This design comes from an exercise in tuning for small area and a short achievable clock period on the open sky130 flow, not from production work. The RTL was checked by simulation tests, not by an equivalence proof against the original design. Power is estimated from default activity; no workload was simulated.

## build 26
Design main, start of the top module:
module main(
   input start,
   input clk,
   input rst,
   input [7:0] pixel_in1,
   input [7:0] pixel_in2,
   input [7:0] pixel_in3,
   input [7:0] pixel_in4,
   input [7:0] filter,
   input [7:0] size,
   output reg ValidResult,
   output reg [18:0] Pixel_address,
   output reg [7:0] pixel_out1,
   output reg [7:0] pixel_out2,
   output reg [7:0] pixel_out3,
   output reg [7:0] pixel_out4
);
Size in the first run: roughly 4200 cells after synthesis, ~0.038 sq mm of cells after synthesis.
==> flow/config.mk <==
export PLATFORM = sky130hd
export DESIGN_NAME = main
export DESIGN_NICKNAME = main
export VERILOG_FILES = /design/flow/design.v
export SDC_FILE = /design/flow/constraint.sdc
export NUM_CORES = 4
export LEC_CHECK = 0
export CAP_MARGIN = 20
export CORE_MARGIN = 2
export CORE_UTILIZATION = 40
export CTS_CLUSTER_DIAMETER = 60
export CTS_CLUSTER_SIZE = 24
export SLEW_MARGIN = 20
==> flow/constraint.sdc <==
create_clock -name core_clock -period 52.0 [get_ports {clk}]
set_input_delay 10.4000 -clock core_clock [delete_from_list [all_inputs] [get_ports {clk}]]
set_output_delay 10.4000 -clock core_clock [all_outputs]
set_load 0.01 [all_outputs]
run.sh (not shown) runs the stock make flow with config.mk's settings and CLKGATE_MAP_FILE= SYNTH_SCRIPT=/design/flow/synth_recipe.tcl, a recipe that flattens the netlist after the stock synthesis.
Build 26: all stages complete, timing, DRC and antenna checks passed
The inputs of build 64 differ from those of build 26 as listed below.
- CTS_CLUSTER_DIAMETER now 70, was 60
- SLEW_MARGIN now 50, was 20
- PLACE_DENSITY now 0.75, previously not set
- CTS_CLUSTER_SIZE now 30, was 24
==> results.txt <==
- Against build 26, build 64 comes in about 0.4% lower on routability-driven placement congestion ratio.
- Going from build 26 to build 64, the global-route wire length before repair was found to have gone down by 2.4%.
- Build 26 -> build 64: area of placed instances increased slightly
- Combinational group share of total power: higher on build 64
Setup changes, build 64 to build 24
- PLACE_DENSITY: 0.75 -> 0.85
[summary]
- Build 64 ran to completion and came out clean on the timing, DRC and antenna checks.
- Build 24 went all the way through the flow, and no timing, DRC or antenna check failed.
- Compared build 24 vs build 64, and worst hold slack is up in build 24.
- ~same first-pass GRT wire length in build 64 and build 24
- Compared with build 64, build 24 shows routed metal-1 wire length that has gone down by a few percent.
- When build 24 is set beside build 64, its global-route total usage across every layer turns out to be 0.27 points smaller.
- On core occupancy in the finished layout, build 64 and build 24 are neck and neck.


amber:
Starting RTL as in the previous note.
clock: 52.0 ns
lec_check: 0
cap_margin: 20
core_margin: 2
core_utilization: 40
cts_cluster_diameter: 70
cts_cluster_size: 30
slew_margin: 50
The inputs of tundra differ from those of amber as listed below.
Settings: a change of CTS_CLUSTER_DIAMETER from 70 to 60; a change of CTS_CLUSTER_SIZE from 30 to 24.
Findings:
Compared amber against tundra; highest clock rate within noise.
Delta(final cell area excluding filler cells, tundra - amber) > 0
Delta (tundra minus amber): number of hold-slack violations in the final timing report saw little to no change; met1 layer usage reported by global route saw an increase; total power saw an increase.
### tundra -> quartz
Settings: CTS_CLUSTER_DIAMETER: 60 -> 70; CORE_UTILIZATION: 40 -> 55; CTS_CLUSTER_SIZE: 24 -> 30.
- [compare] base=tundra new=quartz: combinational power level, via count of the first global-routing pass climbed 1.7%, flip-flop and latch share of the layout cell area picked up an extra 0.32 points, wire length on met3 fell by 0.89%, stage delay of the slowest cell on the critical path shows no meaningful change.
- Share of final-layout standard cells stronger than drive strength 1 of quartz is on par with tundra.
- quartz ended with less minimum clock period after layout than tundra.
- Taking tundra as the reference, in quartz die outline area shows a reduction of 27%; post-route cell area shows a reduction of 1.2%; overall power consumption shows a reduction of 30 uW; cell internal power dissipation shows a reduction of 2.9%.


Starting RTL as in the previous note.
==> flow/design.v (excerpt) <==
module main(
   input start,
   input clk,
   input rst,
   input [7:0] pixel_in1,
   input [7:0] pixel_in2,
   input [7:0] pixel_in3,
   input [7:0] pixel_in4,
   input [7:0] filter,
   input [7:0] size,
   output reg ValidResult,
   output reg [18:0] Pixel_address,
   output reg [7:0] pixel_out1,
   output reg [7:0] pixel_out2,
   output reg [7:0] pixel_out3,
   output reg [7:0] pixel_out4
);
  function [8:0] add8;
    input [7:0] a, b;
    integer i;
    reg c;
    begin
      c = 1'b0;
      for (i = 0; i < 8; i = i + 1) begin
        add8[i] = a[i] ^ b[i] ^ c;
        c = (a[i] & b[i]) | (a[i] & c) | (b[i] & c);
      end
      add8[8] = c;
    end
  endfunction
  function [9:0] add9;
    input [8:0] a, b;
    integer i;
    reg c;
    begin
      c = 1'b0;
      for (i = 0; i < 9; i = i + 1) begin
        add9[i] = a[i] ^ b[i] ^ c;
        c = (a[i] & b[i]) | (a[i] & c) | (b[i] & c);
      end
      add9[9] = c;
    end
  endfunction
  function [8:0] sub8;
    input [7:0] a, b;
    integer i;
    reg c;
    reg [8:0] x, y;
    begin
      x = {1'b0, a}; y = ~{1'b0, b}; c = 1'b1;
      for (i = 0; i < 9; i = i + 1) begin
        sub8[i] = x[i] ^ y[i] ^ c;
        c = (x[i] & y[i]) | (x[i] & c) | (y[i] & c);
      end
    end
  endfunction
  function [10:0] add11;
    input [10:0] a, b;
    input ci;
    integer i;
    reg c;
    begin
      c = ci;
      for (i = 0; i < 11; i = i + 1) begin
  ...
Settings: LEC_CHECK=0, CAP_MARGIN=50, CORE_MARGIN=2, CORE_UTILIZATION=40, SLEW_MARGIN=80; clock period 52.0 ns.
Next try:
- CAP_MARGIN: 50 -> 20
- CTS_CLUSTER_DIAMETER: not set -> 60
- CTS_CLUSTER_SIZE: not set -> 24
- PLACE_DENSITY: not set -> 0.75
- SLEW_MARGIN: 80 -> 50
=> Wire length goes down by a few percent; total power goes down by roughly a tenth; sequential power barely changes; clock power goes down by about a fifth; die area is unchanged; design area goes down by roughly a tenth; synthesized area stays the same; maximum frequency goes down slightly; global-route usage goes down by 1.4 points.

-- what the ideal ports hide --
The results above use ideal ports. As a check the final layouts listed here were re-extracted and re-timed, cells and wires unchanged. Step 1 assumes that a clkbuf_16 drives the clock port and a buf_2 every other input. Step 2 adds t to the input delays and takes it off the output delays; t is the mean of the earliest and latest rising clock arrival at the registers after step 1. Input paths then give back, and output paths get back, about the clock's delay inside the block. Slacks: ideal / step 1 / step 2; pairs: ideal / step 1.
run	shift t [ns]	setup slack, ns	cell pins on the clock port's net
build 26	0.703	39.384 / 39.434 / 38.731	1
build 64	0.730	39.877 / 39.872 / 39.199	1
build 24	0.722	39.801 / 39.835 / 39.119	1
amber	0.667	39.766 / 39.811 / 39.144	1
tundra	0.696	39.781 / 39.827 / 39.131	1
quartz	0.679	39.789 / 39.836 / 39.157	1
the first run of note 3	0.720	39.949 / 39.874 / 39.360	1
the second run of note 3	0.676	39.799 / 39.846 / 39.170	1
After both steps every run listed still meets setup and hold. For build 24, which loses most, drivers alone change the setup slack by +0.034 ns; drivers and shift together by -0.682 ns.
